Source: an optimization exercise on an open RTL-to-GDS flow (aim: small area and few clock cycles per item). Production flows keep margins and buffers that such runs may drop.
The RTL was checked by simulation tests, not by an equivalence proof against the original design.
The clock input has no modelled driver; a real chip could not lean on it and would need a root buffer or a full tree.

Design system, start of the top module:
module system
  #(parameter WIDTH = 24)
   (input aclk,
    input aresetn,
    input [WIDTH-1:0] s_axis_tdata,
    input s_axis_tvalid,
    output s_axis_tready,
    input s_axis_tlast,
    input [3:0] s_axis_tuser,
    output [2*WIDTH-1:0] m_axis_tdata,
    output m_axis_tvalid,
    input m_axis_tready,
    output m_axis_tlast,
    output [3:0] m_axis_tuser);
    localparam SEED = 7'b1011101;
    localparam [WIDTH-1:0] INV = {{7{1'b1}}, {(WIDTH-7){1'b0}}};
    reg [6:0]       lfsr;      
    reg [WIDTH-1:0] sdata;     
    reg [3:0]       tuser;
    reg             tlast;
    reg             tvalid;
    reg [5:0]       history;   
    wire [WIDTH-1:0] fb;
    scrambler #(.WIDTH(WIDTH)) scrambler_i(.lfsr(lfsr), .fb(fb));
    wire [WIDTH-1:0] smask;
    assign smask[WIDTH-8:0] = sdata[WIDTH-8:0];
    genvar i;
    generate
      for (i = WIDTH-7; i < WIDTH; i = i + 1) begin : gen_mask
        nor2 u_mask(.a(sdata[i]), .b(tlast), .y(smask[i]));
      end
    endgenerate
    assign s_axis_tready = m_axis_tready;
    wire accept = s_axis_tvalid & s_axis_tready;
    wire rst = ~aresetn;
    wire [6:0] lfsr_m, lfsr_d;
    wire tlast_m, tlast_d, tvalid_m, tvalid_d;
    generate
      for (i = 0; i < 7; i = i + 1) begin : gen_lfsr
        mux2i u_m(.a0(lfsr[i]), .a1(fb[WIDTH-7+i]), .s(accept), .y(lfsr_m[i]));
        if (SEED[i])
  ...
Size: about 43 flip-flops, about 3100 µm² of cells after synthesis.
clock: 4.0 ns
lec_check: 0
cap_margin: 20
core_margin: 2
core_utilization: 40
gpl_timing_driven: 0
slew_margin: 20
synth_hierarchical: 1
synth_minimum_keep_size: 0
standard.sh (not shown) runs the stock make flow with config.mk's settings and CLKGATE_MAP_FILE= SYNTH_SCRIPT=/design/flow/synth_recipe.tcl, a recipe that flattens the netlist after the stock synthesis.
==> flow/flow/run.sh <==
#!/bin/bash
# The standard layout (the standard.sh, unchanged) with these settings:
# - the port buffers that buffer_ports inserts are the smallest buffer,
#   sky130_fd_sc_hd__buf_1, instead of the cell it picks by default;
# - clock tree synthesis uses sky130_fd_sc_hd__clkbuf_8 and inserts no dummy
#   loads;
# - flow/post_cts.tcl, run at the end of the CTS step, replaces the H-tree
#   with a one-level tree: three clkbuf_8, driven by the clock port, each
#   clocking one group of nearby registers.
# ORFS's own logs are in orfs/logs/; make's output is in standard.log.
set -euo pipefail
export BUFFER_PORTS_ARGS="-buffer_cell sky130_fd_sc_hd__buf_1"
export CTS_ARGS="-sink_clustering_enable -repair_clock_nets -dont_use_dummy_load -buf_list sky130_fd_sc_hd__clkbuf_8"
export CLOCK_BUFFER=sky130_fd_sc_hd__clkbuf_8
export CLOCK_GROUPS=3
export POST_CTS_TCL="$PWD/flow/post_cts.tcl"
bash standard.sh > standard.log 2>&1
Other scripts of this flow, unchanged in this note and not shown: flow/flow/post_cts.tcl
The baseline produced a clean layout.
Testbench counts at the start, summed over its fixed seeds: cycles 12,472, items 12,464.
Then changed:
Settings changed: GPL_TIMING_DRIVEN 0 to not set.
After rerunning: Area after synthesis does not change; design area drops by 1.4%; final cell count drops by 0.65%; hold slack improves by 13 ps.
In every run of this note, the design's own scripts or RTL, not TritonCTS, make the clock network.

---

== before ==
system again, from the RTL that the note above started with.
clock: 4.0 ns
lec_check: 0
cap_margin: 20
core_margin: 2
core_utilization: 60
slew_margin: 20
synth_hierarchical: 1
synth_minimum_keep_size: 0
==> flow/flow/run.sh <==
#!/bin/bash
# The standard layout (the standard.sh, unchanged) with these settings:
# - the port buffers that buffer_ports inserts are the smallest buffer,
#   sky130_fd_sc_hd__buf_1, instead of the cell it picks by default;
# - clock tree synthesis uses sky130_fd_sc_hd__clkbuf_8 and inserts no dummy
#   loads;
# - flow/post_cts.tcl, run at the end of the CTS step, removes the H-tree's
#   root buffer so the clock port drives the (four) leaf clock buffers
#   directly. Every register still gets its clock through one leaf buffer.
# ORFS's own logs are in orfs/logs/; make's output is in standard.log.
set -euo pipefail
export BUFFER_PORTS_ARGS="-buffer_cell sky130_fd_sc_hd__buf_1"
export CTS_ARGS="-sink_clustering_enable -repair_clock_nets -dont_use_dummy_load -buf_list sky130_fd_sc_hd__clkbuf_8"
export POST_CTS_TCL="$PWD/flow/post_cts.tcl"
bash standard.sh > standard.log 2>&1
==> flow/flow/post_cts.tcl <==
set block [ord::get_db_block]
set clk_net [$block findNet aclk]
set roots {}
foreach it [$clk_net getITerms] {
  set inst [$it getInst]
  if {[string match "sky130_fd_sc_hd__clkbuf_*" [[$inst getMaster] getName]]} {
    lappend roots $inst
  }
}
puts "post_cts: clock port drives [llength [$clk_net getITerms]] pins"
if {[llength $roots] == 1 && [llength [$clk_net getITerms]] == 1} {
  set root [lindex $roots 0]
  set out_net [[$root findITerm X] getNet]
  set leaves {}
  foreach it [$out_net getITerms] {
    if {[$it getInst] ne $root && [$it isInputSignal]} { lappend leaves $it }
  }
  set leaf_buffers 1
  foreach it $leaves {
    if {![string match "sky130_fd_sc_hd__clkbuf_*" [[[$it getInst] getMaster] getName]]} {
      set leaf_buffers 0
    }
  }
  if {[llength $leaves] <= 4 && $leaf_buffers} {
    puts "post_cts: removing root buffer [$root getName], port now drives [llength $leaves] leaf buffers"
    foreach it $leaves {
      $it disconnect
      $it connect $clk_net
    }
    odb::dbInst_destroy $root
    odb::dbNet_destroy $out_net
  } else {
    puts "post_cts: root buffer kept"
  }
}

proc clk_slew_max {} {
  set mx 0
  foreach p [get_pins -hierarchical */CLK] {
    set s [get_property $p slew_max]
    if {$s > $mx} { set mx $s }
  }
  return $mx
}

detailed_placement
check_placement -verbose
estimate_parasitics -placement
puts "post_cts: final clock-pin slew [clk_slew_max]"
report_worst_slack -max
report_worst_slack -min
before did not stop at any stage, and its layout met the timing, design-rule and antenna checks.
Testbench counts of before, summed over its fixed seeds: cycles 12,472, items 12,464.
--- input diff before..after ---
- changing CORE_UTILIZATION from 60 to 40
Results
As far as number of non-clock buffers in the layout goes, before and after are indistinguishable; the numbers are identical. after vs. before: starting density of the core went down by 19 points. [compare] base=before new=after: register-to-register slack has decreased; setup slack of the critical path after layout shows a reduction of 0.087 ns; total length of routed wires now larger. before → after: critical path arrival has increased, placer's final routability congestion estimate has remained practically unchanged, worst hold slack has increased.

-- what the ideal ports hide --
The flow's constraints put no driver on any port. The routed layouts listed below were extracted and timed again, unchanged, in two steps. Step 1 (the two cells are an assumption about what drives the block):
set clk [get_ports {aclk}]
set_driving_cell -lib_cell sky130_fd_sc_hd__clkbuf_16 $clk
set_driving_cell -lib_cell sky130_fd_sc_hd__buf_2 [delete_from_list [all_inputs] $clk]
Step 2 adds t to the input delays and takes it off the output delays; t is the mean of the earliest and latest rising clock arrival at the registers after step 1. Input paths then give back, and output paths get back, about the clock's delay inside the block. Slacks: ideal ports / drivers / drivers and shift; pairs: ideal ports / drivers.
| run | t (ns) | slack for setup (ns) | hold WS [ns] | worst data-port slew with drivers (ns) | pins driven straight from the clock port |
|---|---|---|---|---|---|
| the first run of note 1 | 0.192 | 0.600 / 0.550 / 0.742 | 0.501 / 0.501 / 0.501 | 0.04 | 3 |
| the second run of note 1 | 0.194 | 0.840 / 0.797 / 0.901 | 0.514 / 0.514 / 0.514 | 0.04 | 3 |
| before | 0.186 | 0.962 / 0.907 / 1.091 | 0.496 / 0.496 / 0.496 | 0.04 | 4 |
| after | 0.178 | 0.874 / 0.826 / 0.913 | 0.509 / 0.509 / 0.509 | 0.04 | 4 |
After both steps every run listed still meets setup and hold.
